Context: an optimization exercise on an open-source flow, tuned for small area, a short achievable clock period and few clock cycles per item. The choices shown serve that exercise and are no tape-out recipe.
Where RTL was checked, it was by simulation tests only, not by an equivalence proof against the original.
The RTL of run 1 was laid out without a check of its function.

## flow/design.v (module list and top-level ports; edited modules follow where they fit)
// module multiplyer: 1171 lines
module multiplyer(
    clk,
    rst_n,
    A,
    B,
    result,
    start_sig,
    done_sig
);
  // ...
==> flow/flow/run.sh <==
#!/bin/bash
set -uo pipefail
export BUFFER_PORTS_ARGS="-buffer_cell sky130_fd_sc_hd__buf_2"
bash standard.sh synth > synth.log 2>&1 || exit 1
R=$(sed -n 's/.*WORK_HOME=\([^ ]*\).*/\1/p' standard.sh | head -1)/results/$FLOW_PLATFORM/multiplyer/base
LIB=$FLOW_HOME/platforms/$FLOW_PLATFORM/lib/sky130_fd_sc_hd__tt_025C_1v80.lib
cp $R/1_2_yosys.v yosys_orig.v
python3 flow/polopt2.py $LIB yosys_orig.v yosys_pol.v > polopt.log 2>&1
python3 flow/cutff.py yosys_orig.v orig_comb.v
python3 flow/cutff.py yosys_pol.v pol_comb.v
cat > equiv.ys <<EOS
read_liberty -ignore_miss_func $LIB
read_verilog orig_comb.v
rename $FLOW_TOP gold
read_verilog pol_comb.v
rename $FLOW_TOP gate
flatten
miter -equiv -flatten gold gate miter
hierarchy -top miter
techmap
opt -fast
aigmap
write_aiger -zinit miter.aig
EOS
ABC=$(dirname $(command -v yosys))/yosys-abc
if [ -s yosys_pol.v ] && yosys -s equiv.ys > equiv.log 2>&1 && \
   $ABC -c "read miter.aig; print_stats; iprove" > cec.log 2>&1 && \
   grep -q "^UNSATISFIABLE" cec.log; then
  cp yosys_pol.v $R/1_2_yosys.v
  rm -f $R/1_synth.odb
  echo "polarity rewrite used" >> polopt.log
else
  echo "equivalence not proven; keeping synthesized netlist" >> polopt.log
fi
bash standard.sh > standard.log 2>&1
==> flow/flow/cutff.py <==
#!/usr/bin/env python3
"""Make a combinational copy of a mapped netlist for equivalence checking:
every flip-flop instance is removed, its Q net becomes input port
q_<n> and each of its inputs (D, RESET_B, ...) output port d_<n>_<pin>,
where <n> is the instance's position among the flip-flops sorted by name.

usage: cutff.py in.v out.v"""
import re, sys
src = open(sys.argv[1]).read()
cell_re = re.compile(r"^(\s*)(sky130_fd_sc_hd__\w+)\s+(\S+)\s*\((.*?)\);\n", re.S | re.M)
pin_re = re.compile(r"\.(\w+)\(([^()]*)\)")
ffs = []
for m in cell_re.finditer(src):
    if re.search(r"__(df|sdf|edf|dl)", m.group(2)):
        ffs.append((m.group(3), m.span(), [(p, n.strip()) for p, n in pin_re.findall(m.group(4))]))
ffs.sort()
ports, assigns, decls = [], [], []
spans = set()
for i, (name, span, pins) in enumerate(ffs):
    spans.add(span)
    for p, n in pins:
        if p in ("Q",):
            ports.append(f"q_{i}_{p}")
            decls.append(f"  input q_{i}_{p};\n")
            assigns.append(f"  assign {n} = q_{i}_{p};\n")
        elif p in ("Q_N",):
            ports.append(f"q_{i}_{p}")
            decls.append(f"  input q_{i}_{p};\n")
            assigns.append(f"  assign {n} = q_{i}_{p};\n")
        elif p not in ("CLK", "CLK_N", "GATE"):
            ports.append(f"d_{i}_{p}")
            decls.append(f"  output d_{i}_{p};\n")
            assigns.append(f"  assign d_{i}_{p} = {n} ;\n")
out = []
pos = 0
for m in cell_re.finditer(src):
    if m.span() in spans:
        out.append(src[pos:m.start()])
        pos = m.end()
out.append(src[pos:])
text = "".join(out)
i = text.index(");", text.index("module"))
text = text[:i] + "".join(", " + p for p in ports) + text[i:]
j = text.index(";", i) + 1
text = text[:j] + "\n" + "".join(decls) + text[j:]
k = text.rfind("endmodule")
text = text[:k] + "".join(assigns) + text[k:]
open(sys.argv[2], "w").write(text)
==> flow/flow/polopt2.py <==
#!/usr/bin/env python3
"""Inverter minimisation on a mapped sky130 netlist by output polarity.

Every full adder is self-dual (FA(~a,~b,~c) = (~sum,~cout)), and many
single-output gates have a complementary cell with the same inputs
(and2/nand2, a21o/a21oi, xor2/xnor2, ...).  This pass chooses for each full
adder and each such gate whether it produces its signal true or
complemented, so that the inverters between cells plus the gates' area are
as small as possible, and rewires the netlist with at most one inverter per
signal.  Flip-flops, half adders, ports and other cells keep their
function; the result is logically equivalent (checked by the flow with Yosys).

usage: polopt2.py liberty in.v out.v
"""
import re
import sys
import random
import itertools
from collections import defaultdict

libf, inf, outf = sys.argv[1:4]
OUTPINS = {"X", "Y", "SUM", "COUT", "Q", "Q_N", "HI", "LO"}
INV_AREA = 3.7536

# ---- liberty: area, single-output function truth tables, complements ----
lib = open(libf).read()
libcells = {}
for m in re.finditer(r'cell \("(sky130_fd_sc_hd__\w+)"\) \{', lib):
    name = m.group(1)
    start = m.end()
    nxt = lib.find('\n    cell (', start)
    blk = lib[start:nxt if nxt > 0 else len(lib)]
    am = re.search(r'area : ([\d.]+)', blk)
    if not am or 'ff (' in blk or 'latch (' in blk or 'statetable' in blk:
        continue
    funcs = re.findall(r'pin \("(\w+)"\) \{(?:(?!pin \().)*?direction : "output";(?:(?!pin \().)*?function : "([^"]*)"', blk, re.S)
    ins = re.findall(r'pin \("(\w+)"\) \{\s*(?:[^{}]*?)direction : "input"', blk)
    libcells[name] = (float(am.group(1)), funcs, tuple(sorted(ins)))


def truth(func, ins):
    expr = func.replace('!', '~')
    tt = 0
    for i, vals in enumerate(itertools.product((0, 1), repeat=len(ins))):
        env = dict(zip(ins, vals))
        if eval(expr, {}, env) & 1:
            tt |= 1 << i
    return tt


bad = re.compile(r'lpflow|probe|clk|dly|buf_|bufinv|bufbuf|einv|ebuf|conb|diode|tap|fill|decap|mux2i|lsbuf')
sig = {}
for name, (area, funcs, ins) in libcells.items():
    if len(funcs) != 1 or bad.search(name) or not ins:
        continue
    sig[name] = (ins, truth(funcs[0][1], ins), funcs[0][0], area)
bykey = defaultdict(list)
for name, (ins, tt, op, area) in sig.items():
    bykey[(ins, tt)].append((area, name))
comp = {}
for name, (ins, tt, op, area) in sig.items():
    full = (1 << (1 << len(ins))) - 1
    c = bykey.get((ins, tt ^ full))
    if c:
        comp[name] = min(c)[1]

# ---- netlist ----
src = open(inf).read()
cell_re = re.compile(r"^(\s*)(sky130_fd_sc_hd__\w+)\s+(\S+)\s*\((.*?)\);\n", re.S | re.M)
pin_re = re.compile(r"\.(\w+)\(([^()]*)\)")
cells = []
for m in cell_re.finditer(src):
    pins = [(p, n.strip()) for p, n in pin_re.findall(m.group(4))]
    cells.append(dict(type=m.group(2), name=m.group(3), pins=pins, span=m.span(), ind=m.group(1)))

outports = set()
for m in re.finditer(r"^\s*output\s+(\[(\d+):(\d+)\]\s*)?(\S+?)\s*;", src, re.M):
    if m.group(1):
        hi, lo = int(m.group(2)), int(m.group(3))
        for i in range(min(hi, lo), max(hi, lo) + 1):
            outports.add(f"{m.group(4)}[{i}]")
    else:
        outports.add(m.group(4))

driver = {}
for ci, c in enumerate(cells):
    for p, n in c["pins"]:
        if p in OUTPINS:
            driver[n] = (ci, p)

is_inv = lambda t: re.match(r"sky130_fd_sc_hd__inv_\d+$", t) is not None
is_fa = lambda t: re.match(r"sky130_fd_sc_hd__fa_\d+$", t) is not None

removable = set()
for ci, c in enumerate(cells):
    if is_inv(c["type"]) and dict(c["pins"])["Y"] not in outports:
        removable.add(ci)

# gates that may swap to their complement: not driving a port directly
swappable = set()
for ci, c in enumerate(cells):
    if ci in removable or c["type"] not in comp:
        continue
    outs = [n for p, n in c["pins"] if p in OUTPINS]
    if len(outs) == 1 and outs[0] not in outports:
        swappable.add(ci)
fas = set(ci for ci, c in enumerate(cells) if is_fa(c["type"]))


def base(n):
    pol = 0
    for _ in range(1000):
        if n in driver and driver[n][0] in removable:
            n = dict(cells[driver[n][0]]["pins"])["A"]
            pol ^= 1
        else:
            return n, pol
    raise Exception("inverter loop")


cons = defaultdict(list)   # base -> [(ci, pi, pol)]
reads = defaultdict(set)   # ci -> bases it reads
for ci, c in enumerate(cells):
    if ci in removable:
        continue
    for pi, (p, n) in enumerate(c["pins"]):
        if p in OUTPINS or n.startswith("1'") or n == "":
            continue
        b, pol = base(n)
        cons[b].append((ci, pi, pol))
        reads[ci].add(b)
outs_of = {ci: [n for p, n in cells[ci]["pins"] if p in OUTPINS] for ci in range(len(cells))}

flip = defaultdict(int)


def phys(b):
    d = driver.get(b)
    if d and (d[0] in fas or d[0] in swappable):
        return flip[d[0]]
    return 0


def inv_needed(b):
    ph = phys(b)
    for ci, pi, pol in cons.get(b, ()):
        if (pol ^ (flip[ci] if ci in fas else 0)) != ph:
            return 1
    return 0


def gate_area(ci):
    t = cells[ci]["type"]
    return sig[comp[t]][3] if flip[ci] else sig[t][3]


def local(ci):
    bs = set(outs_of[ci])
    if ci in fas:
        bs |= reads[ci]
    a = sum(inv_needed(b) for b in bs) * INV_AREA
    if ci in swappable:
        a += gate_area(ci)
    return a


allbases = list(cons.keys())
before_inv = sum(inv_needed(b) for b in allbases)
vars_ = sorted(fas | swappable)
import math
rng = random.Random(1)
cur = sum(inv_needed(b) for b in allbases) * INV_AREA + sum(gate_area(c) for c in swappable)
best = cur
bestflip = dict(flip)
T0, T1, steps = 4.0, 0.05, 200000
for st in range(steps):
    T = T0 * (T1 / T0) ** (st / steps)
    ci = vars_[rng.randrange(len(vars_))]
    a0 = local(ci)
    flip[ci] ^= 1
    a1 = local(ci)
    d = a1 - a0
    if d <= 0 or rng.random() < math.exp(-d / T):
        cur += d
        if cur < best - 1e-9:
            best = cur
            bestflip = dict(flip)
    else:
        flip[ci] ^= 1
flip = defaultdict(int, bestflip)
after_inv = sum(inv_needed(b) for b in allbases)
sys.stderr.write(f"removable inverters {len(removable)} -> signals needing an inverter "
                 f"{before_inv} -> {after_inv}; adders flipped {sum(flip[c] for c in fas)}, "
                 f"gates swapped {sum(flip[c] for c in swappable)} of {len(swappable)}\n")

# ---- rewrite ----
newpins = {ci: list(c["pins"]) for ci, c in enumerate(cells)}
newtype = {ci: c["type"] for ci, c in enumerate(cells)}
for ci in swappable:
    if flip[ci]:
        t = cells[ci]["type"]
        nt = comp[t]
        op_old = sig[t][2]
        op_new = sig[nt][2]
        newtype[ci] = nt
        newpins[ci] = [(op_new if p == op_old else p, n) for p, n in newpins[ci]]
newcells = []
newwires = []
k = 0
for b, lst in cons.items():
    ph = phys(b)
    invnet = None
    for ci, pi, pol in lst:
        req = pol ^ (flip[ci] if ci in fas else 0)
        p, _ = newpins[ci][pi]
        if req == ph:
            newpins[ci][pi] = (p, b)
        else:
            if invnet is None:
                k += 1
                invnet = f"_polinv{k}_"
                newwires.append(invnet)
                newcells.append(f"  sky130_fd_sc_hd__inv_1 _polinvc{k}_ (\n    .A({b} ),\n    .Y({invnet} )\n  );\n")
            newpins[ci][pi] = (p, invnet)

out = []
pos = 0
for ci, c in enumerate(cells):
    s, e = c["span"]
    out.append(src[pos:s])
    pos = e
    if ci in removable:
        continue
    body = ",\n".join(f"    .{p}({n} )" for p, n in newpins[ci])
    out.append(f"{c['ind']}{newtype[ci]} {c['name']} (\n{body}\n  );\n")
tail = src[pos:]
i = tail.rfind("endmodule")
out.append(tail[:i] + "".join(newcells) + tail[i:])
text = "".join(out)
decl = "".join(f"  wire {w};\n" for w in newwires)
j = text.index(");", text.index("module")) + 3
text = text[:j] + decl + text[j:]
open(outf, "w").write(text)
==> flow/standard.sh <==
#!/bin/bash
# synth_recipe.tcl (not shown) runs the flow's synth.tcl, then flattens the netlist and writes it again
# the make line also repeats each setting of config.mk as NAME=value (left out here)
make -C /OpenROAD-flow-scripts/flow DESIGN_CONFIG=/design/flow/config.mk WORK_HOME=/design/flow/orfs CLKGATE_MAP_FILE= SYNTH_SCRIPT=/design/flow/synth_recipe.tcl "${@:-finish}"
==> flow/config.mk <==
export PLATFORM = sky130hd
export DESIGN_NAME = multiplyer
export DESIGN_NICKNAME = multiplyer
export VERILOG_FILES = /design/flow/design.v
export SDC_FILE = /design/flow/constraint.sdc
export NUM_CORES = 4
export LEC_CHECK = 0
export CAP_MARGIN = 20
export CORE_MARGIN = 2
export CORE_UTILIZATION = 40
export SETUP_SLACK_MARGIN = 2.8
export SLEW_MARGIN = 20
==> flow/constraint.sdc <==
create_clock -name core_clock -period 8.0 [get_ports {clk}]
set_input_delay 1.6000 -clock core_clock [delete_from_list [all_inputs] [get_ports {clk}]]
set_output_delay 1.6000 -clock core_clock [all_outputs]
set_load 0.01 [all_outputs]
==> impl_results.md, run 1 <==
* Status: no timing/DRC/antenna violations
* Number of nets with antenna violations after routing at 0
* Mapped Nets at 1408
* Starting density of the core at 40.6%
* Setup Skew at 0.0136 ns
* Reg2Reg Setup Slack at 3.09 ns
* Commonest cells after routing, fill and taps aside: 162 x fa_1, 131 x a22oi_1, 109 x xnor2_1
* Routed wire length at 32900 µm
* Vias in the first global route at 9124
* Register area at 1290 µm²
* Worst hold slack at 0.471 ns
* WP data required at 8.20 ns
* Crit-path most repeated cell: fa_1
* NonClk Buf Share at 8.28%
* Multi-input gate area at 9440 µm²
* Setup fix buffers added after clock tree synthesis at 27
* Clock latency (worst-skew pair) at 0.34 ns
* Area grow syn2layout at 15.8%
* Vias at 8920
* Port Buffers at 101
* DRT iter0 DRCs at 721
* WP buf/inv at 1
* Pin count of the biggest net entering global routing at 65
* Register-to-Register Path Depth at 15
* Hold path start: cnt[0]$_DFF_PN0_
* WL per Instance at 21.4 µm
* Setup crit end kind: register
* Hold buffers post-CTS at 0
* Commonest non-fill, non-tap cell in the layout: fa_1
* Ant. Diodes at 0
* Critical path type: primary input to register
==> run 2: changes to the inputs <==
--- a/flow/design.v
+++ b/flow/design.v
@@ -15,16 +15,18 @@
     output  [31:0]result;
     output  [3:0]done_sig;
     wire    [23:0]ma = {1'b1, A[22:0]};
     wire    [23:0]mb = {1'b1, B[22:0]};
     reg     [1:0]cnt;       
     reg     [26:0]rX;          
     reg     [26:0]rY;
     reg     rC;
+    reg     [2:0]rDX;        
+    reg     [2:0]rDY;
     reg     [8:0]rS;           
     reg     rSign;
     wire    first = (cnt == 2'd0);
     wire    done = (cnt == 2'd2);
     always @(posedge clk or negedge rst_n)
         if (!rst_n)
             cnt <= 2'd0;
         else if (start_sig && !done)
@@ -37,17 +39,19 @@
         case (cnt)
             2'd0: begin dig = {mb[11:0], 1'b0}; mx = ma[11:0]; end
             2'd1: begin dig = {mb[23:12], mb[11]}; mx = ma[23:12]; end
             default: begin dig = 13'd0; mx = 12'd0; end
         endcase
     wire    last = (cnt == 2'd1);
     wire    [26:0]ax = first ? 27'd0 : rX;
     wire    [26:0]ay = first ? 27'd0 : rY;
-    wire    ac = first ? 1'b0 : rC;
+    wire    [3:0]dl = {1'b0, rDX} + {1'b0, rDY} + rC;
+    wire    cin = dl[3];
+    wire    ac = first ? 1'b0 : cin;
     wire one0, two0, neg0, nneg0;
     wire pp0_0;
     wire pp0_1;
     wire pp0_2;
     wire pp0_3;
     wire pp0_4;
     wire pp0_5;
     wire pp0_6;
@@ -1138,25 +1142,27 @@
     assign s379 = pp5_23 ^ s307 ^ c306;
     assign c380 = (pp5_23 & s307) | (pp5_23 & c306) | (s307 & c306);
     assign s381 = s309 ^ pp5_24 ^ c308;
     assign c382 = (s309 & pp5_24) | (s309 & c308) | (pp5_24 & c308);
     assign s383 = mx[11] ^ c310 ^ nneg5;
     assign c384 = (mx[11] & c310) | (mx[11] & nneg5) | (c310 & nneg5);
     wire    [38:0]zx = {1'b0, c384, s383, s381, s379, c376, s375, c372, c370, c368, c366, c364, c362, c360, c358, c356, c354, c352, c350, c348, c346, c344, c342, c340, c338, c336, c334, c332, c330, c328, c326, c324, c322, c320, c318, c316, c314, c312, ay[0]};
     wire    [38:0]zy = {1'b0, 1'b0, c382, c380, c378, s377, c374, s373, s371, s369, s367, s365, s363, s361, s359, s357, s355, s353, s351, s349, s347, s345, s343, s341, s339, s337, s335, s333, s331, s329, s327, s325, s323, s321, s319, s317, s315, s313, s311};
-    wire    [12:0]zl = {1'b0, zx[11:0]} + {1'b0, zy[11:0]};
+    wire    [9:0]zl = {1'b0, zx[8:0]} + {1'b0, zy[8:0]};
     always @(posedge clk) begin
         rX <= zx[38:12];
         rY <= zy[38:12];
-        rC <= zl[12];
+        rC <= zl[9];
+        rDX <= zx[11:9];
+        rDY <= zy[11:9];
         rS <= {1'b0, A[30:23]} + {1'b0, B[30:23]};
         rSign <= A[31] ^ B[31];
     end
-    wire    [25:0]Pc = {rX[24:0], rC} + {rY[24:0], 1'b1};
+    wire    [25:0]Pc = {rX[24:0], cin} + {rY[24:0], 1'b1};
     wire    [24:0]P = Pc[25:1];
     wire    p47 = P[24];
     wire    [9:0]E0 = {1'b0, rS} - 10'd127;
     wire    [9:0]E1 = {1'b0, rS} - 10'd126;
     wire    ov0 = (E0[9:8] == 2'b01);
     wire    un0 = (E0[9:8] == 2'b11);
     wire    ov1 = (E1[9:8] == 2'b01);
     wire    un1 = (E1[9:8] == 2'b11);
==> flow/config.mk (replaced) <==
export PLATFORM = sky130hd
export DESIGN_NAME = multiplyer
export DESIGN_NICKNAME = multiplyer
export VERILOG_FILES = /design/flow/design.v
export SDC_FILE = /design/flow/constraint.sdc
export NUM_CORES = 4
export LEC_CHECK = 0
export CAP_MARGIN = 20
export CORE_MARGIN = 2
export CORE_UTILIZATION = 40
export CTS_BUF_LIST = sky130_fd_sc_hd__clkbuf_4 sky130_fd_sc_hd__clkbuf_8
export CTS_CLUSTER_SIZE = 30
export SETUP_SLACK_MARGIN = 3.1
export SLEW_MARGIN = 20
==> impl_results.md, run 2 <==
* Met3 usage at 4.22%
* CP max stage delay at 0.33 ns
* Area after DPL at 11700 µm²
* Max reg flops at 26
* Mean Syn Cell Area at 10.1 µm²
* Die Wd at 169 µm
* Setup TNS at 0 ns
* Vias at 8777 (-1.6%)
* Setup crit end kind: output port
* Placed cell count at 1462
* Post-Layout Cell Count at 1518
* Starting density of the core at 40.7% (+0.093 points)
* WP data required at 6.40 ns (-1.80 ns)
* Max H-tree Level at 3
* Crit-path most repeated cell: inv_2
* Fillers at 2562
* Critical path type: register to output port
* WP buf/inv at 8 (+7)
* Via density at 5.78
* Hold buffers post-CTS at 0 (unchanged)
* Clock transition at the registers of the reported paths at 0.10 ns
* Clock Tree Root: clkbuf_8
* Clock buffer depth at 2
* Post-route cell area at 12600 µm²
* Die Ht at 169 µm
* FMAX at 203 MHz
* # rows at 60
* Final Max Slew Viols at 0
* GRT busiest layer: met2
* Share of layout cells above drive strength 1 at 20.0%
* DRT iter0 DRCs at 801 (+11%)
* Final worst setup slack at 3.09 ns
* Synthesized instance count at 1085
* CTS buffer count at 9
* Met1 Track Usage GR at 31.9%
* Max_slew headroom at 61.0%
* Synth warn at 1
* Vias in the first global route at 8947 (-1.9%)
* Pin count of the biggest net entering global routing at 59 (-9.2%)
* Top reg by flops: rX
* Pre-antenna DRT Iters at 6
* Fin crit period at 4.91 ns
* WL per Instance at 22.2 µm (+3.9%)
* Worst slew pin tran at 0.586 ns
* Area grow syn2layout at 15.3%
* Synthesized area at 10900 µm²
* Pre-CTS setup slack at 2.15 ns
* CTS tree: built
* Critical-path cell list: ha_4 > a211o_1 > inv_2 > buf_4 > o211ai_1 > buf_4 > nand4b_1 > inv_2 > o211ai_1 > inv_1 > o21a_1 > inv_2 > and3_4 > and2b_1 > inv_1 > a221o_1 > buf_2
* Max Cap Violations at 0
* Nature of the critical path startpoint: register
* First-pass GRT wire length at 51800 µm
* CP delay by family, top: compound AO/OA/AOI/OAI gates
* Port Buffers at 101 (unchanged)
* Critical Path AT at 3.31 ns
* Number of nets with antenna violations after routing at 0 (unchanged)
* Residual DRC at 0
* Detailed placer's ending HPWL at 24900 µm
* Io pins at 103
* CP Max Fanout at 6
* Mapped Nets at 1396 (-0.85%)
* Final Wtd Congestion at 0.881
* Critical path's slowest cell: dfxtp_2
* Die area at 28700 µm²
* CORE AREA at 26900 µm²
* Overall global routing resource usage at 23.7%
* Hold Fails Final Rpt at 0
* Unrepaired setup endpoints after global routing: yes
* Routed wire length at 33700 µm (+2.5%)
* Status: no timing/DRC/antenna violations
* Hold Crit Class: register to register
* Tcrit/Tclk final at 61.4%
* Commonest cells after routing, fill and taps aside: 163 x fa_1, 134 x a22oi_1, 125 x xnor2_1
* Commonest non-fill, non-tap cell in the layout: fa_1
* Met2 GRT Util at 38.6%
* Initial antenna violation count at 0
* Setup Viol. Count Final at 0
* Biggest regs: rX: 26 flops, rY: 25 flops, rS: 9 flops
* Setup Skew at 0.0251 ns (+0.0115 ns)
* Num Clock Sinks at 70
* Final nets at 1482
* Clock latency (worst-skew pair) at 0.40 ns (+0.06 ns)
* Gr ovfl total at 0
## run 2: per-stage QoR
step           hold WS [ns]  utilization, %
2_1_floorplan         0.437               -
3_3_place_gp          0.459            43.4
3_5_place_dp          0.474            43.4
4_1_cts               0.489            45.6
5_1_grt               0.519            46.9
6_report              0.489            46.9
## run 2: metal layers
metal  part of all wire (%)  wire length (µm)
met4                    3.3              1110
met1                     42             14300
met5                      0                 0
met3                    7.8              2630
met2                     46             15700
## run 2: final timing paths
kind / from / end / slack [ns] / cells past startpoint
max in group asynchronous: rst_n / cnt[1]$_DFF_PN0_ / 6.94 / 1
min: cnt[0]$_DFF_PN0_ / cnt[0]$_DFF_PN0_ / 0.49 / 1
min reg2reg: cnt[0]$_DFF_PN0_ / cnt[0]$_DFF_PN0_ / 0.49 / 1
max: rDY[0]$_DFF_P_ / result[28] / 3.09 / 17
min in group asynchronous: rst_n / cnt[0]$_DFF_PN0_ / 0.97 / 1
max reg2reg: cnt[1]$_DFF_PN0_ / rY[11]$_DFF_P_ / 3.37 / 16
## run 2: timing repair
item	CTS	global route
pin swaps	14	34
gates resized for setup	43	42
cloned	1	1
buffers inserted	22	15
endpoints found under the setup margin	78	61
## run 2: layout make-up
type                            instances  area [µm²]  area share (%)
Inverter                               35         145            1.15
Tap cell                              341         427            3.38
Multi-Input combinational cell        904        9450            75.0
Clock inverter                          5        81.3           0.645
Sequential cell                        70        1410            11.2
Clock buffer                           11         151            1.20
Timing Repair Buffer                  151         933            7.40
Antenna cell                            1        2.50          0.0198
Testbench counts of run 2, summed over its fixed seeds: cycles 4,800, items 1,600.
==> run 3: changes to the inputs <==
--- a/flow/config.mk
+++ b/flow/config.mk
@@ -9,6 +9,7 @@
 export CORE_MARGIN = 2
-export CORE_UTILIZATION = 40
+export CORE_UTILIZATION = 60
 export CTS_BUF_LIST = sky130_fd_sc_hd__clkbuf_4 sky130_fd_sc_hd__clkbuf_8
 export CTS_CLUSTER_SIZE = 30
-export SETUP_SLACK_MARGIN = 3.1
+export PLACE_DENSITY = 0.75
+export SETUP_SLACK_MARGIN = 2.8
 export SLEW_MARGIN = 20
==> impl_results.md, run 3 <==
* WP data required at 8.25 ns (+1.85 ns)
* Clock transition at the registers of the reported paths at 0.09 ns (about the same)
* # rows at 49 (-18%)
* Setup crit end kind: register
* Commonest non-fill, non-tap cell in the layout: fa_1
* Unrepaired setup endpoints after global routing: no
* Pre-antenna DRT Iters at 6 (unchanged)
* Synth warn at 1 (unchanged)
* Top reg by flops: rX
* CTS buffer count at 9 (unchanged)
* CTS tree: built
* Mapped Nets at 1396 (unchanged)
* Num Clock Sinks at 70 (unchanged)
* Ant. Diodes at 0 (-1)
* Hold Fails Final Rpt at 0 (unchanged)
* Clock latency (worst-skew pair) at 0.38 ns (-0.02 ns)
* Setup Viol. Count Final at 0 (unchanged)
* Placed cell count at 1348 (-7.8%)
* Critical Path AT at 5.27 ns (+1.96 ns)
* Commonest cells after routing, fill and taps aside: 163 x fa_1, 138 x a22oi_1, 128 x xnor2_1
* Setup Skew at 0.0245 ns (-0.000577 ns)
* CORE AREA at 17900 µm² (-33%)
* Reg2Reg Setup Slack at 3.21 ns (-0.16 ns)
* Overall global routing resource usage at 32.2% (+8.5 points)
* FMAX at 199 MHz (-2.2%)
* Pin count of the biggest net entering global routing at 67 (+14%)
* RR Startpoint: cnt[1]$_DFF_PN0_
* Detailed placer's ending HPWL at 22900 µm (-8.0%)
* CP Max Fanout at 24 (+18)
* Critical path type: primary input to register
* Hold buffers post-CTS at 0 (unchanged)
* Gr ovfl total at 0 (unchanged)
* Max H-tree Level at 3 (unchanged)
* Vias in the first global route at 8891 (-0.63%)
* DRT iter0 DRCs at 1008 (+26%)
* Fillers at 1466 (-43%)
* Final Max Slew Viols at 0 (unchanged)
* Routed wire length at 30500 µm (-9.7%)
* Mean Syn Cell Area at 10.1 µm² (unchanged)
* Biggest regs: rX: 26 flops, rY: 25 flops, rS: 9 flops
* Clock buffer depth at 2 (unchanged)
* Worst slew pin tran at 0.825 ns (+0.239 ns)
* Post-Layout Cell Count at 1374 (-9.5%)
* Synthesized area at 10900 µm² (unchanged)
* Max Cap Violations at 0 (unchanged)
* Register-to-Register Path Depth at 14 (-2)
* Residual DRC at 0 (unchanged)
* Share of layout cells above drive strength 1 at 15.0% (-5.0 points)
* Tcrit/Tclk final at 62.8% (+1.4 points)
* Clock Tree Root: clkbuf_8
* Number of nets with antenna violations after routing at 0 (unchanged)
* WL per Instance at 22.2 µm (-0.19%)
* Hold Crit Class: register to register
* Fin crit period at 5.02 ns (+0.110 ns)
* Area grow syn2layout at 8.44%
* Worst setup path end: rY[3]$_DFF_P_
* Synthesized instance count at 1085 (unchanged)
* Nature of the critical path startpoint: primary input
* Die Ht at 139 µm (-18%)
* Setup TNS at 0 ns (unchanged)
* Via density at 6.41 (+11%)
* First-pass GRT wire length at 48700 µm (-6.1%)
* Initial antenna violation count at 0 (unchanged)
* Io pins at 103 (unchanged)
* Setup crit start: B[5]
* Final Wtd Congestion at 0.929 (+5.4%)
* Reg2reg end: rY[9]$_DFF_P_
* Starting density of the core at 61.1% (+20 points)
* Die area at 19300 µm² (-33%)
* Die Wd at 139 µm (-18%)
* Vias at 8814 (+0.42%)
* Port Buffers at 101 (unchanged)
* Status: no timing/DRC/antenna violations
* Max reg flops at 26 (unchanged)
* Max_slew headroom at 45.0% (-16 points)
* Final nets at 1451 (-2.1%)
## run 3: cell type report
type                    instances  area, µm²  share of cell area, %
multi-input cells             903       9150                   77.1
clock buffers                  12        153                   1.29
inverters                      35        143                   1.20
flip-flops and latches         70       1410                   11.9
repair buffers                121        663                   5.59
well taps                     229        287                   2.42
clock inverters                 4       55.1                  0.464
## run 3: worst min-delay path by stage
stage                     startpoint          endpoint  slack [ns]  depth (start not counted)
finish              cnt[0]$_DFF_PN0_  cnt[0]$_DFF_PN0_        0.46                          1
global route        cnt[0]$_DFF_PN0_  cnt[0]$_DFF_PN0_        0.50                          1
CTS                 cnt[0]$_DFF_PN0_  cnt[0]$_DFF_PN0_        0.47                          1
detailed placement  cnt[0]$_DFF_PN0_  cnt[0]$_DFF_PN0_        0.46                          1
global placement    cnt[0]$_DFF_PN0_  cnt[0]$_DFF_PN0_        0.46                          1
floorplan           cnt[0]$_DFF_PN0_  cnt[0]$_DFF_PN0_        0.44                          1
## run 3: routing by layer
metal | up-vias | global-route usage [%] | part of all wire, % | wire (µm)
met5 | - | 0 | 0 | 0
met4 | 0 | 10.7 | 3.1 | 935
met3 | 71 | 7.32 | 10 | 3170
met2 | 511 | 51.8 | 47 | 14300
met1 | 4297 | 43.4 | 40 | 12100
li1 | 3935 | - | - | -
## run 3: timing repair
action | 4_1_cts | 5_1_grt
buffers inserted | 6 | 3
cloned | 0 | 1
resized for setup | 12 | 14
pin swaps | 0 | 4
endpoints found under the setup margin | 44 | 59
## run 3: through the flow
step                setup WS (ns)  hold slack (ns)  cell area (µm²)  util (%)
floorplan                    2.83            0.437            10900         -
global placement             2.25            0.460            11500      64.2
detailed placement           2.16            0.459            11500      64.2
CTS                          2.81            0.469            11800      65.8
global route                 2.78            0.499            11900      66.2
finish                       2.98            0.464            11900      66.2
## run 3: critical path, stage by stage
cell	delay, ns
buf_2	0.10
a22oi_1	0.38
inv_1	0.15
ha_2	0.70
a22oi_1	0.19
xnor2_1	0.31
fa_1	0.46
fa_1	0.40
fa_1	0.55
fa_1	0.42
==> run 4: changes to the inputs <==
--- a/flow/config.mk
+++ b/flow/config.mk
@@ -7,2 +7,3 @@
 export LEC_CHECK = 0
+export ABC_AREA = 1
 export CAP_MARGIN = 20
==> impl_results.md, run 4 <==
* Share of layout cells above drive strength 1 at 11.1% (-3.9 points)
* Clock buffer depth at 2 (unchanged)
* Vias at 10682 (+21%)
* Detailed placer's ending HPWL at 27100 µm (+18%)
* Ant. Diodes at 0 (unchanged)
* Crit-path most repeated cell: fa_1
* Mean Syn Cell Area at 7.89 µm² (-22%)
* Max Cap Violations at 0 (unchanged)
* Routed wire length at 34400 µm (+13%)
* RR Startpoint: cnt[0]$_DFF_PN0_
* Setup Skew at 0.0173 ns (-0.00717 ns)
* Max H-tree Level at 3 (unchanged)
* First-pass GRT wire length at 54700 µm (+12%)
* Pre-antenna DRT Iters at 6 (unchanged)
* Hold Fails Final Rpt at 0 (unchanged)
* Final Max Slew Viols at 0 (unchanged)
* Die Wd at 146 µm (+5.1%)
* Max_slew headroom at 42.3% (-2.7 points)
* Port Buffers at 101 (unchanged)
* CP Max Fanout at 23 (-4.2%)
* Commonest cells after routing, fill and taps aside: 314 x nand2_1, 209 x inv_1, 164 x fa_1
* Nature of the critical path startpoint: primary input
* FMAX at 196 MHz (-1.6%)
* Critical path's slowest cell: inv_1
* Setup crit end kind: register
* Reg2reg end: rY[11]$_DFF_P_
* Fin crit period at 5.11 ns (+0.0840 ns)
* Clock transition at the registers of the reported paths at 0.08 ns (about the same)
* CP max stage delay at 0.62 ns (-0.08 ns)
* Setup Viol. Count Final at 0 (unchanged)
* Max reg flops at 26 (unchanged)
* Io pins at 103 (unchanged)
* Starting density of the core at 61.7% (+0.56 points)
* CP delay by family, top: adder cells
* Overall global routing resource usage at 32.6% (+0.39 points)
* Num Clock Sinks at 70 (unchanged)
* Pre-CTS setup slack at 2.27 ns (+0.106 ns)
* Biggest regs: rX: 26 flops, rY: 25 flops, rS: 9 flops
* Gr ovfl total at 0 (unchanged)
* Status: no timing/DRC/antenna violations
* Worst Hold Depth at 1 (unchanged)
* CTS tree: built
* Clock latency (worst-skew pair) at 0.38 ns (about the same)
* Final worst setup slack at 2.89 ns (-0.0840 ns)
* Unrepaired setup endpoints after global routing: yes
* Commonest non-fill, non-tap cell in the layout: nand2_1
* Area grow syn2layout at 6.74%
* Final nets at 1895 (+31%)
* Clock Tree Root: clkbuf_8
* DRT iter0 DRCs at 1019 (+1.1%)
* Hold Crit Class: register to register
* Mapped Nets at 1846 (+32%)
* Synth warn at 1 (unchanged)
* Top reg by flops: rX
* Pin count of the biggest net entering global routing at 43 (-36%)
* Reg2Reg Setup Slack at 2.95 ns (-0.26 ns)
* WL per Instance at 18.6 µm (-16%)
* WHS Endpoint: cnt[0]$_DFF_PN0_
* CTS buffer count at 9 (unchanged)
* WP data required at 8.25 ns (about the same)
* Synthesized instance count at 1535 (+41%)
* Critical-path cell list: buf_2 > inv_1 > o22a_1 > inv_1 > ha_1 > inv_1 > o22ai_1 > xor2_1 > fa_1 > fa_1 > fa_1 > fa_1
* Final Wtd Congestion at 0.926 (-0.36%)
* Via density at 5.76 (-10%)
* Fillers at 1733 (+18%)
* Vias in the first global route at 10574 (+19%)
* # rows at 51 (+4.1%)
* Die area at 21300 µm² (+10%)
* Number of nets with antenna violations after routing at 0 (unchanged)
* WP buf/inv at 4 (+2)
* Critical Path AT at 5.36 ns (+0.09 ns)
* Hold path start: cnt[0]$_DFF_PN0_
* Area after DPL at 12600 µm² (+9.7%)
* Hold buffers post-CTS at 0 (unchanged)
* Setup TNS at 0 ns (unchanged)
* Residual DRC at 0 (unchanged)
* Die Ht at 146 µm (+5.1%)
* Synthesized area at 12100 µm² (+11%)
* Worst slew pin tran at 0.865 ns (+0.0401 ns)
* Tcrit/Tclk final at 63.8% (+1.1 points)
* Register-to-Register Path Depth at 14 (unchanged)
* Initial antenna violation count at 0 (unchanged)
* Critical path type: primary input to register
* Post-route cell area at 12900 µm² (+9.1%)
* CORE AREA at 19700 µm² (+9.8%)
[run 4: cell count changes in the layout (fill, tap and decap cells not counted), moves of 20 or more]
cell	previous run	this run
a22o_1	33	2
o22a_1	1	21
inv_1	32	209
nand3_1	14	66
nor2_1	17	75
o22ai_1	2	114
a22oi_1	138	0
xor2_1	58	101
nor2b_1	24	0
and2_0	0	45
nand2_1	36	314
xnor2_1	128	57
and2b_1	31	0
[run 4: area by class of cell]
class / count / area [µm²] / area share (%)
inverter: 219 / 856 / 6.62
timing repair buffer: 116 / 631 / 4.88
timing repair inverter: 3 / 22.5 / 0.174
sequential: 70 / 1410 / 10.9
multi-input combinational: 1165 / 9490 / 73.4
clock buffer: 9 / 124 / 0.958
tap: 265 / 332 / 2.56
clock inverter: 7 / 63.8 / 0.493
[run 4: worst max path at each step]
stage	depth (start not counted)	to	from	slack [ns]
final	12	rY[11]$_DFF_P_	B[19]	2.89
after global routing	12	rC$_DFF_P_	B[0]	2.67
after CTS	15	rC$_DFF_P_	B[15]	2.89
after detailed placement	13	rY[4]$_DFF_P_	B[19]	2.27
after global placement	13	rY[8]$_DFF_P_	B[19]	2.38
after floorplan	12	rC$_DFF_P_	B[11]	2.90
[run 4: worst register-to-register path, cell delays in order, from the launching register on]
cell and delay (ns):
dfrtp_1 0.41, inv_1 0.09, ha_1 0.15, buf_4 0.34, inv_1 0.26, o22a_1 0.33
inv_1 0.16, ha_1 0.29, inv_1 0.62, o22ai_1 0.19, xor2_1 0.19, fa_1 0.48
fa_1 0.46, fa_1 0.54, fa_1 0.42
[run 4: per-layer routing]
metal	wire (µm)	global-route usage, %
met1	13600	42.6
met2	15600	52.1
met3	3520	6.72
met4	1670	15.3
met5	0	0
[run 4: stage by stage]
step	hold WS, ns	instances	utilization [%]
finish	0.472	1854	65.8
global route	0.489	1854	65.8
CTS	0.473	1850	65.4
detailed placement	0.457	1829	64.2
global placement	0.464	1829	64.2
floorplan	0.437	1535	-
[run 4: what timing repair did]
item	4_1_cts	5_1_grt
cloned	0	3
gates resized for setup	4	12
buffers inserted	5	1
endpoints found under the setup margin	45	27
==> run 5: changes to the inputs <==
--- a/flow/config.mk
+++ b/flow/config.mk
@@ -7,9 +7,7 @@
 export LEC_CHECK = 0
-export ABC_AREA = 1
 export CAP_MARGIN = 20
 export CORE_MARGIN = 2
-export CORE_UTILIZATION = 60
+export CORE_UTILIZATION = 40
 export CTS_BUF_LIST = sky130_fd_sc_hd__clkbuf_4 sky130_fd_sc_hd__clkbuf_8
 export CTS_CLUSTER_SIZE = 30
-export PLACE_DENSITY = 0.75
 export SETUP_SLACK_MARGIN = 2.8
==> impl_results.md, run 5 <==
* Vias at 8528 (-20%)
* Critical Path AT at 5.29 ns (-0.07 ns)
* Max_slew headroom at 39.0% (-3.3 points)
* Num Clock Sinks at 70 (unchanged)
* CTS buffer count at 9 (unchanged)
* Via density at 5.74 (-0.46%)
* Synthesized area at 10900 µm² (-9.7%)
* First-pass GRT wire length at 49800 µm (-9.0%)
* Worst slew pin tran at 0.915 ns (+0.0503 ns)
* Pre-antenna DRT Iters at 6 (unchanged)
* Routed wire length at 32300 µm (-6.0%)
* Unrepaired setup endpoints after global routing: no
* FMAX at 198 MHz (+1.3%)
* Clock transition at the registers of the reported paths at 0.08 ns (about the same)
* Port Buffers at 101 (unchanged)
* Synthesized instance count at 1085 (-29%)
* Initial antenna violation count at 0 (unchanged)
* Number of nets with antenna violations after routing at 0 (unchanged)
* Status: no timing/DRC/antenna violations
* Setup TNS at 0 ns (unchanged)
* WHS Endpoint: cnt[0]$_DFF_PN0_
* Final Wtd Congestion at 0.890 (-3.8%)
* Synth warn at 1 (unchanged)
* Reg2reg end: rY[8]$_DFF_P_
* Detailed placer's ending HPWL at 24600 µm (-9.3%)
* Worst Hold Depth at 1 (unchanged)
* RR Startpoint: cnt[0]$_DFF_PN0_
* Clock Tree Root: clkbuf_8
* WP data required at 8.25 ns (about the same)
* Ant. Diodes at 0 (unchanged)
* Max Cap Violations at 0 (unchanged)
* Final Max Slew Viols at 0 (unchanged)
* Mean Syn Cell Area at 10.1 µm² (+28%)
* Share of layout cells above drive strength 1 at 15.0% (+3.9 points)
* Starting density of the core at 40.7% (-21 points)
* Crit-path most repeated cell: fa_1
* CTS tree: built
* Final worst setup slack at 2.96 ns (+0.0656 ns)
* Commonest cells after routing, fill and taps aside: 163 x fa_1, 138 x a22oi_1, 128 x xnor2_1
* Nature of the critical path startpoint: primary input
* Die Wd at 169 µm (+16%)
* Die Ht at 169 µm (+16%)
* Residual DRC at 0 (unchanged)
* Gr ovfl total at 0 (unchanged)
* Tcrit/Tclk final at 63.0% (-0.82 points)
* Setup crit end kind: register
* Hold Fails Final Rpt at 0 (unchanged)
* CP max stage delay at 0.72 ns (+0.10 ns)
* Biggest regs: rX: 26 flops, rY: 25 flops, rS: 9 flops
* Mapped Nets at 1396 (-24%)
* Max H-tree Level at 3 (unchanged)
* Setup Viol. Count Final at 0 (unchanged)
* Area grow syn2layout at 10.1%
* CORE AREA at 26900 µm² (+37%)
* Setup Skew at 0.0117 ns (-0.00561 ns)
* Worst hold slack at 0.477 ns (+0.00578 ns)
* Critical-path cell list: buf_2 > a22oi_1 > inv_1 > ha_2 > a22oi_1 > xnor2_1 > fa_1 > fa_1 > fa_1 > fa_1
* Register area at 1410 µm² (unchanged)
* CP Max Fanout at 24 (+4.3%)
* Multi-input gate area at 9170 µm² (-3.4%)
* Hold path start: cnt[0]$_DFF_PN0_
* Final nets at 1452 (-23%)
* Pin count of the biggest net entering global routing at 74 (+72%)
* Max reg flops at 26 (unchanged)
* Hold Crit Class: register to register
* Die area at 28700 µm² (+34%)
* Io pins at 103 (unchanged)
* Fillers at 2638 (+52%)
* Reg2Reg Setup Slack at 3.17 ns (+0.22 ns)
* Clock latency (worst-skew pair) at 0.38 ns (about the same)
* # rows at 60 (+18%)
* WL per Instance at 21.7 µm (+17%)
* Hold buffers post-CTS at 0 (unchanged)
* Commonest non-fill, non-tap cell in the layout: fa_1
* Vias in the first global route at 8781 (-17%)
* Critical path type: primary input to register
* Overall global routing resource usage at 22.7% (-9.9 points)
* Critical path's slowest cell: ha_2
* Pre-CTS setup slack at 2.13 ns (-0.138 ns)
* Clock buffer depth at 2 (unchanged)
* Register-to-Register Path Depth at 12 (-2)
* Top reg by flops: rX
* Fin crit period at 5.04 ns (-0.0656 ns)
* DRT iter0 DRCs at 769 (-25%)
[run 5: through the flow]
step           instances  cell area, µm²  utilization (%)
6_report            1487           12000             44.8
5_1_grt             1487           12000             44.8
4_1_cts             1480           11900             44.4
3_5_place_dp        1460           11600             43.3
3_3_place_gp        1460           11600             43.3
2_1_floorplan       1085           10900                -
[run 5: layout make-up]
class / count / area share, %
sequential: 70 / 11.7
timing repair buffer: 121 / 5.65
clock inverter: 5 / 0.468
multi-input combinational: 904 / 76.2
inverter: 35 / 1.15
clock buffer: 11 / 1.26
tap: 341 / 3.54
[run 5: worst max-delay path: cells and delay by family]
family                   cells  cell delay, ns
AO/OA/AOI/OAI                2            0.57
adder cells (fa/ha/maj)      5            2.56
buffers and inverters        2            0.25
XOR/XNOR                     1            0.30
[run 5: what timing repair did]
item / 4_1_cts / 5_1_grt
gates resized for setup: 10 / 15
buffers inserted: 4 / 5
endpoints found under the setup margin: 50 / 55
gates cloned: 0 / 2
pin swaps: 0 / 5
[run 5: how the worst max path moves through the flow]
stage	from	endpoint	slack [ns]	cells past startpoint
after floorplan	B[3]	rC$_DFF_P_	2.83	13
after global placement	B[0]	rC$_DFF_P_	2.24	15
after detailed placement	B[9]	rY[8]$_DFF_P_	2.13	11
after CTS	B[1]	rC$_DFF_P_	2.69	13
after global routing	B[7]	rY[15]$_DFF_P_	2.80	12
final	B[5]	rY[8]$_DFF_P_	2.96	10
[run 5: layer usage]
metal | vias to the layer above | global-route usage [%] | routed length, µm
li1 | 3931 | - | -
met1 | 4239 | 30.2 | 13700
met2 | 313 | 37.1 | 15300
met3 | 45 | 4.62 | 2530
met4 | 0 | 7.62 | 831
met5 | - | 0 | 0
==> run 6: changes to the inputs <==
--- a/flow/flow/polopt2.py
+++ b/flow/flow/polopt2.py
@@ -98,2 +98,3 @@
 
+fas = set(ci for ci, c in enumerate(cells) if is_fa(c["type"]))
 # gates that may swap to their complement: not driving a port directly
@@ -106,3 +107,2 @@
         swappable.add(ci)
-fas = set(ci for ci, c in enumerate(cells) if is_fa(c["type"]))
 
@@ -132,2 +132,4 @@
 outs_of = {ci: [n for p, n in cells[ci]["pins"] if p in OUTPINS] for ci in range(len(cells))}
+swappable = set(ci for ci in swappable
+                if cons.get(outs_of[ci][0]) and all(x[0] in fas for x in cons[outs_of[ci][0]]))
 
--- a/flow/config.mk
+++ b/flow/config.mk
@@ -9,5 +9,6 @@
 export CORE_MARGIN = 2
-export CORE_UTILIZATION = 40
+export CORE_UTILIZATION = 60
 export CTS_BUF_LIST = sky130_fd_sc_hd__clkbuf_4 sky130_fd_sc_hd__clkbuf_8
 export CTS_CLUSTER_SIZE = 30
+export PLACE_DENSITY = 0.75
 export SETUP_SLACK_MARGIN = 2.8
==> impl_results.md, run 6 <==
* Post-Layout Cell Count at 1366 (-8.1%)
* Vias at 8793 (+3.1%)
* Hold buffers post-CTS at 0 (unchanged)
* Die Ht at 139 µm (-18%)
* Nature of the critical path startpoint: primary input
* Area grow syn2layout at 8.47%
* Die Wd at 139 µm (-18%)
* Worst hold slack at 0.471 ns (-0.00588 ns)
* Share of layout cells above drive strength 1 at 15.8% (+0.82 points)
* WP data required at 8.27 ns (+0.02 ns)
* Pre-antenna DRT Iters at 6 (unchanged)
* Max reg flops at 26 (unchanged)
* Overall global routing resource usage at 31.9% (+9.2 points)
* Detailed placer's ending HPWL at 23000 µm (-6.5%)
* Synth warn at 1 (unchanged)
* CORE AREA at 18000 µm² (-33%)
* RR Startpoint: cnt[1]$_DFF_PN0_
* Setup Skew at 0.0131 ns (+0.00141 ns)
* Biggest regs: rX: 26 flops, rY: 25 flops, rS: 9 flops
* First-pass GRT wire length at 48200 µm (-3.3%)
* Vias in the first global route at 8818 (+0.42%)
* Hold Fails Final Rpt at 0 (unchanged)
* Max Cap Violations at 0 (unchanged)
* WL per Instance at 22.4 µm (+2.9%)
* Commonest cells after routing, fill and taps aside: 163 x fa_1, 138 x a22oi_1, 128 x xnor2_1
* DRT iter0 DRCs at 900 (+17%)
* Gr ovfl total at 0 (unchanged)
* Worst setup path end: rY[15]$_DFF_P_
* Mean Syn Cell Area at 10.2 µm² (+0.94%)
* Top reg by flops: rX
* Synthesized instance count at 1077 (-0.74%)
* Unrepaired setup endpoints after global routing: yes
* Worst slew pin tran at 0.745 ns (-0.170 ns)
* Tcrit/Tclk final at 63.2% (+0.20 points)
* Number of nets with antenna violations after routing at 0 (unchanged)
* Synthesized area at 11000 µm² (+0.19%)
* Setup crit end kind: register
* Status: no timing/DRC/antenna violations
* Die area at 19400 µm² (-32%)
* Routed wire length at 30600 µm (-5.5%)
* Hold path start: cnt[0]$_DFF_PN0_
* Max H-tree Level at 3 (unchanged)
* Clock latency (worst-skew pair) at 0.38 ns (about the same)
* Initial antenna violation count at 0 (unchanged)
* Via density at 6.44 (+12%)
* Final Wtd Congestion at 0.934 (+5.0%)
* Residual DRC at 0 (unchanged)
* Port Buffers at 101 (unchanged)
* Clock Tree Root: clkbuf_8
* Register-to-Register Path Depth at 14 (+2)
* Critical Path AT at 5.32 ns (+0.03 ns)
* Max_slew headroom at 50.3% (+11 points)
* Final Max Slew Viols at 0 (unchanged)
* Fin crit period at 5.06 ns (+0.0161 ns)
* Starting density of the core at 61.0% (+20 points)
* Critical path type: primary input to register
* Ant. Diodes at 0 (unchanged)
* Setup Viol. Count Final at 0 (unchanged)
* Num Clock Sinks at 70 (unchanged)
* Placed cell count at 1341 (-8.2%)
* Clock transition at the registers of the reported paths at 0.08 ns (about the same)
* Pin count of the biggest net entering global routing at 48 (-35%)
* FMAX at 198 MHz (-0.32%)
* Reg2reg end: rY[15]$_DFF_P_
* # rows at 49 (-18%)
* CTS buffer count at 9 (unchanged)
* Final nets at 1444 (-0.55%)
* Register area at 1410 µm² (unchanged)
* Clock buffer depth at 2 (unchanged)
* CP Max Fanout at 21 (-13%)
* Setup crit start: B[5]
* Reg2Reg Setup Slack at 3.19 ns (+0.02 ns)
* Io pins at 103 (unchanged)
* Commonest non-fill, non-tap cell in the layout: fa_1
* Setup TNS at 0 ns (unchanged)
* Multi-input gate area at 9200 µm² (+0.25%)
* Hold Crit Class: register to register
* Mapped Nets at 1388 (-0.57%)
* Fillers at 1434 (-46%)
* CTS tree: built
run 6: worst min path at each step:
stage,to,slack (ns),cells past startpoint
2_1_floorplan,cnt[0]$_DFF_PN0_,0.44,1
3_3_place_gp,cnt[0]$_DFF_PN0_,0.46,1
3_5_place_dp,cnt[0]$_DFF_PN0_,0.48,1
4_1_cts,cnt[0]$_DFF_PN0_,0.49,1
5_1_grt,cnt[0]$_DFF_PN0_,0.51,1
6_report,cnt[0]$_DFF_PN0_,0.47,1
run 6: what timing repair did:
action | 4_1_cts | 5_1_grt
setup endpoints to repair | 41 | 50
resized for setup | 9 | 13
pin swaps | 0 | 1
buffers inserted | 4 | 6
run 6: worst max-delay path, stage by stage:
cell and delay (ns):
buf_2 0.10, a22oi_1 0.43, inv_1 0.19, ha_4 0.20, nor2_2 0.09, buf_4 0.38
clkinvlp_4 0.26, xor2_1 0.23, fa_1 0.52, fa_1 0.40, fa_1 0.52, fa_1 0.41
run 6: routing by layer:
metal	share of wire (%)	routed length [µm]	track usage (%)
met5	0	0	0
met4	3.6	1100	12.2
met3	10	3080	7.80
met2	47	14300	50.4
met1	40	12100	42.9
run 6: stage by stage:
step	instance area (µm²)	setup slack (ns)	util, %
after floorplan	11000	2.83	-
after global placement	11500	2.34	64.2
after detailed placement	11500	2.30	64.2
after CTS	11800	2.84	65.5
after global routing	11900	2.73	66.2
final	11900	2.94	66.2
run 6: layout make-up:
class / count / share of cell area, %
Timing Repair Buffer: 123 / 5.75
Inverter: 27 / 0.979
Multi-Input combinational cell: 902 / 77.4
Tap cell: 229 / 2.41
Clock buffer: 10 / 1.11
Sequential cell: 70 / 11.9
Clock inverter: 5 / 0.516
==> run 7: changes to the inputs <==
--- a/flow/config.mk
+++ b/flow/config.mk
@@ -13,3 +13,3 @@
 export PLACE_DENSITY = 0.75
-export SETUP_SLACK_MARGIN = 2.8
+export SETUP_SLACK_MARGIN = 2.5
 export SLEW_MARGIN = 20
==> impl_results.md, run 7 <==
* Synth warn at 1 (unchanged)
* Initial antenna violation count at 0 (unchanged)
* Clock latency (worst-skew pair) at 0.38 ns (about the same)
* Starting density of the core at 61.0% (unchanged)
* CTS tree: built
* Area grow syn2layout at 7.44%
* WL per Instance at 22.2 µm (-0.72%)
* Synthesized area at 11000 µm² (unchanged)
* Setup crit end kind: output port
* Biggest regs: rX: 26 flops, rY: 25 flops, rS: 9 flops
* Detailed placer's ending HPWL at 23000 µm (unchanged)
* Post-Layout Cell Count at 1361 (-0.37%)
* Vias at 8719 (-0.84%)
* Pre-antenna DRT Iters at 9 (+3)
* CP Max Fanout at 3 (-86%)
* Nature of the critical path startpoint: register
* Final Max Slew Viols at 0 (unchanged)
* Die Wd at 139 µm (unchanged)
* Die area at 19400 µm² (unchanged)
* Status: no timing/DRC/antenna violations
* Setup Skew at 0.0164 ns (+0.00325 ns)
* Commonest cells after routing, fill and taps aside: 164 x fa_1, 139 x a22oi_1, 128 x xnor2_1
* Hold buffers post-CTS at 0 (unchanged)
* Synthesized instance count at 1077 (unchanged)
* # rows at 49 (unchanged)
* Io pins at 103 (unchanged)
* Setup crit start: rDX[0]$_DFF_P_
* Port Buffers at 101 (unchanged)
* Max Cap Violations at 0 (unchanged)
* Worst slew pin tran at 0.959 ns (+0.214 ns)
* Hold Crit Class: register to register
* Routed wire length at 30200 µm (-1.1%)
* Hold Fails Final Rpt at 0 (unchanged)
* Top reg by flops: rX
* Clock Tree Root: clkbuf_8
* Max H-tree Level at 3 (unchanged)
* Num Clock Sinks at 70 (unchanged)
* WP data required at 6.40 ns (-1.87 ns)
* Mapped Nets at 1388 (unchanged)
* Max_slew headroom at 36.1% (-14 points)
* Critical Path AT at 3.61 ns (-1.71 ns)
* Final nets at 1439 (-0.35%)
* Placed cell count at 1341 (unchanged)
* Gr ovfl total at 0 (unchanged)
* Mean Syn Cell Area at 10.2 µm² (unchanged)
* Share of layout cells above drive strength 1 at 14.4% (-1.4 points)
* Overall global routing resource usage at 31.7% (-0.21 points)
* CORE AREA at 18000 µm² (unchanged)
* CTS buffer count at 9 (unchanged)
* Critical path type: register to output port
* Reg2Reg Setup Slack at 2.90 ns (-0.29 ns)
* Clock transition at the registers of the reported paths at 0.09 ns (about the same)
* Max reg flops at 26 (unchanged)
* Final Wtd Congestion at 0.934 (unchanged)
* RR Startpoint: cnt[0]$_DFF_PN0_
* Setup Viol. Count Final at 0 (unchanged)
* Tcrit/Tclk final at 65.1% (+1.8 points)
* Clock buffer depth at 2 (unchanged)
* Hold path start: cnt[0]$_DFF_PN0_
* Pin count of the biggest net entering global routing at 48 (unchanged)
* Number of nets with antenna violations after routing at 0 (unchanged)
* Die Ht at 139 µm (unchanged)
* Residual DRC at 0 (unchanged)
* DRT iter0 DRCs at 863 (-4.1%)
* Vias in the first global route at 8774 (-0.50%)
* Commonest non-fill, non-tap cell in the layout: fa_1
* First-pass GRT wire length at 47900 µm (-0.63%)
* Fin crit period at 5.21 ns (+0.148 ns)
* Unrepaired setup endpoints after global routing: no
* Via density at 6.41 (-0.48%)
* Ant. Diodes at 0 (unchanged)
* FMAX at 192 MHz (-2.8%)
* Setup TNS at 0 ns (unchanged)
[run 7: area by class of cell]
cell class	instances	area, µm²
tap	229	287
clock buffer	10	131
multi-input combinational	902	9150
sequential	70	1410
inverter	27	105
fill	1436	6190
clock inverter	5	61.3
timing repair buffer	118	633
[run 7: layer usage]
| layer | vias to the layer above | GRT usage, % | share of wire, % |
|---|---|---|---|
| li1 | 3906 | - | - |
| met1 | 4278 | 42.6 | 40 |
| met2 | 452 | 50.3 | 46 |
| met3 | 83 | 7.70 | 10 |
| met4 | 0 | 11.6 | 3.6 |
| met5 | - | 0 | 0 |
[run 7: final timing paths]
check,cells after the start,end
worst max-delay path,13,result[20]
worst min-delay path,1,cnt[0]$_DFF_PN0_
worst max register to register,14,rY[15]$_DFF_P_
worst min register to register,1,cnt[0]$_DFF_PN0_
max in group asynchronous,1,cnt[1]$_DFF_PN0_
min in group asynchronous,1,cnt[0]$_DFF_PN0_
[run 7: critical path, cell delays in order (launching register included)]
cell and delay (ns):
dfxtp_1 0.31, ha_1 0.30, a211oi_2 0.29, o21bai_1 0.17
fa_1 0.45, a211oi_1 0.31, o21ai_0 0.23, nand3_1 0.16
a31oi_1 0.14, o21ai_1 0.23, a21oi_1 0.11, xor2_1 0.16
a22o_1 0.23, buf_2 0.13
[run 7: per-stage QoR]
| step | utilization, % | hold slack (ns) | instance area, µm² | setup WS, ns |
|---|---|---|---|---|
| floorplan | - | 0.437 | 11000 | 2.83 |
| global route | 65.5 | 0.518 | 11800 | 2.50 |
| detailed placement | 64.2 | 0.478 | 11500 | 2.30 |
| finish | 65.5 | 0.479 | 11800 | 2.79 |
| global placement | 64.2 | 0.461 | 11500 | 2.34 |
| CTS | 65.3 | 0.490 | 11700 | 2.60 |
[run 7: repair_timing]
item,4_1_cts,5_1_grt
endpoints found under the setup margin,0,37
setup buffers,0,5
resized for setup,0,6
==> run 8: changes to the inputs <==
--- a/flow/config.mk
+++ b/flow/config.mk
@@ -13,3 +13,3 @@
 export PLACE_DENSITY = 0.75
-export SETUP_SLACK_MARGIN = 2.5
+export SETUP_SLACK_MARGIN = 3.0
 export SLEW_MARGIN = 20
==> impl_results.md, run 8 <==
* Final Max Slew Viols at 0 (unchanged)
* Via density at 6.46 (+0.82%)
* Max reg flops at 26 (unchanged)
* Die area at 19400 µm² (unchanged)
* Setup crit end kind: register
* Max H-tree Level at 3 (unchanged)
* Routed wire length at 31700 µm (+4.8%)
* Worst slew pin tran at 0.734 ns (-0.225 ns)
* Synthesized area at 11000 µm² (unchanged)
* Setup Skew at 0.0145 ns (-0.00188 ns)
* Die Wd at 139 µm (unchanged)
* Initial antenna violation count at 0 (unchanged)
* Clock latency (worst-skew pair) at 0.38 ns (about the same)
* Register-to-Register Path Depth at 14 (unchanged)
* Area grow syn2layout at 10.5%
* Starting density of the core at 61.0% (unchanged)
* Status: no timing/DRC/antenna violations
* Mean Syn Cell Area at 10.2 µm² (unchanged)
* Tcrit/Tclk final at 61.5% (-3.5 points)
* # rows at 49 (unchanged)
* Fin crit period at 4.92 ns (-0.283 ns)
* Synthesized instance count at 1077 (unchanged)
* Die Ht at 139 µm (unchanged)
* Biggest regs: rX: 26 flops, rY: 25 flops, rS: 9 flops
* Final Wtd Congestion at 0.942 (+0.78%)
* Final Util at 67.4% (+1.9 points)
* DRT iter0 DRCs at 995 (+15%)
* Critical Path AT at 5.19 ns (+1.58 ns)
* WP data required at 8.27 ns (+1.87 ns)
* CP max stage delay at 0.50 ns (+0.05 ns)
* Critical-path cell list: buf_2 > a22oi_2 > inv_1 > ha_4 > nor2_2 > buf_6 > inv_1 > xor2_1 > fa_1 > fa_1 > fa_1 > fa_1
* Io pins at 103 (unchanged)
* Commonest cells after routing, fill and taps aside: 163 x fa_1, 135 x a22oi_1, 127 x xnor2_1
* Max Cap Violations at 0 (unchanged)
* Fillers at 1422 (-0.97%)
* Vias in the first global route at 9144 (+4.2%)
* Ant. Diodes at 0 (unchanged)
* Vias at 8855 (+1.6%)
* Unrepaired setup endpoints after global routing: yes
* Top reg by flops: rX
* Worst Hold Depth at 1 (unchanged)
* CTS buffer count at 9 (unchanged)
* Crit-path most repeated cell: fa_1
* Number of nets with antenna violations after routing at 0 (unchanged)
* Nature of the critical path startpoint: primary input
* Setup Viol. Count Final at 0 (unchanged)
* Hold Fails Final Rpt at 0 (unchanged)
* Port Buffers at 101 (unchanged)
* Multi-input gate area at 9350 µm² (+2.2%)
* Max_slew headroom at 50.9% (+15 points)
* Hold Crit Class: register to register
* CP Max Fanout at 24 (+21)
* Commonest non-fill, non-tap cell in the layout: fa_1
* Share of layout cells above drive strength 1 at 17.2% (+2.8 points)
* Pre-antenna DRT Iters at 6 (-3)
* Clock transition at the registers of the reported paths at 0.10 ns (about the same)
* Num Clock Sinks at 70 (unchanged)
* Clock buffer depth at 2 (unchanged)
* Worst hold slack at 0.476 ns (-0.00272 ns)
* Gr ovfl total at 0 (unchanged)
* CTS tree: built
* Register area at 1410 µm² (unchanged)
* Critical path type: primary input to register
* CORE AREA at 18000 µm² (unchanged)
* Final nets at 1448 (+0.63%)
* Detailed placer's ending HPWL at 22900 µm (-0.16%)
* FMAX at 203 MHz (+5.7%)
* Clock Tree Root: clkbuf_8
* Mapped Nets at 1388 (unchanged)
* Critical path's slowest cell: fa_1
* WL per Instance at 23.1 µm (+4.0%)
* Overall global routing resource usage at 33.1% (+1.4 points)
* Residual DRC at 0 (unchanged)
* First-pass GRT wire length at 50200 µm (+4.9%)
* Pin count of the biggest net entering global routing at 41 (-15%)
* Setup TNS at 0 ns (unchanged)
* Synth warn at 1 (unchanged)
-- run 8: cell type report --
type | count | area share [%]
clock buffers | 9 | 1.02
clock inverters | 7 | 0.713
repair buffers | 126 | 6.16
well taps | 229 | 2.37
flip-flops and latches | 70 | 11.7
inverters | 27 | 0.930
multi-input cells | 903 | 77.2
-- run 8: final timing paths --
check,start,end,slack (ns)
hold / removal,cnt[0]$_DFF_PN0_,cnt[0]$_DFF_PN0_,0.48
min in group asynchronous,rst_n,cnt[0]$_DFF_PN0_,0.99
hold reg to reg,cnt[0]$_DFF_PN0_,cnt[0]$_DFF_PN0_,0.48
setup / recovery,B[7],rY[15]$_DFF_P_,3.08
max in group asynchronous,rst_n,cnt[1]$_DFF_PN0_,6.92
setup reg to reg,cnt[0]$_DFF_PN0_,rC$_DFF_P_,3.20
-- run 8: metrics by stage --
stage	area [µm²]	cells	setup slack, ns
floorplan	11000	1077	2.97
global placement	11500	1340	2.21
detailed placement	11500	1340	2.09
CTS	11900	1364	2.79
global route	12100	1371	2.93
finish	12100	1371	3.08
-- run 8: worst max-delay path: cells and delay by family --
family | cells | cell delay [ns]
adders and majority gates | 5 | 1.97
AOI/OAI and AO/OA | 1 | 0.34
buffers and inverters | 4 | 0.88
xor gates and xnor gates | 1 | 0.28
and+or+nand+nor | 1 | 0.10
-- run 8: repair_timing --
item	in CTS	in global routing
hold buffers	0	0
resized for setup	24	27
setup endpoints to repair	68	63
pin swaps	1	11
endpoints found under the hold margin	0	0
gates cloned	1	0
setup buffers	7	7
-- run 8: per-layer routing --
metal  vias up  track usage, %  wire [µm]
li1       3930               -          -
met1      4278            43.7      12200
met2       527            53.1      14500
met3       120            7.60       3420
met4         0            13.9       1570
met5         -               0          0

[re-timing with driven ports]
No port has a modelled driver above. Below, the same layouts with a new extraction and two added sets of constraints. Step 1: set_driving_cell puts a clkbuf_16 on clk and a buf_2 on each other input, an assumption about the parent block. Step 2, shift: input delay + t, output delay - t, t = (earliest + latest rising clock arrival at the registers) / 2. This alone moves slack from input paths to output paths. a / b / c = no drivers / after step 1 / after step 2; a / b = the first two.
| run | t, ns | setup WS [ns] | hold slack, ns |
|---|---|---|---|
| run 1 | 0.376 | 2.894 / 2.910 / 2.534 | 0.471 / 0.471 / 0.471 |
| run 2 | 0.425 | 3.086 / 3.044 / 2.805 | 0.489 / 0.489 / 0.489 |
| run 3 | 0.407 | 2.976 / 2.997 / 2.590 | 0.464 / 0.464 / 0.464 |
| run 4 | 0.408 | 2.892 / 2.913 / 2.505 | 0.472 / 0.472 / 0.472 |
| run 5 | 0.414 | 2.958 / 2.982 / 2.568 | 0.477 / 0.477 / 0.477 |
| run 6 | 0.413 | 2.942 / 2.948 / 2.547 | 0.471 / 0.471 / 0.471 |
| run 7 | 0.411 | 2.794 / 2.758 / 2.404 | 0.479 / 0.479 / 0.479 |
| run 8 | 0.415 | 3.077 / 3.095 / 2.680 | 0.476 / 0.476 / 0.476 |
After both steps every run listed still meets setup and hold. For run 8, which loses most, drivers alone change the setup slack by +0.018 ns; drivers and shift together by -0.397 ns.
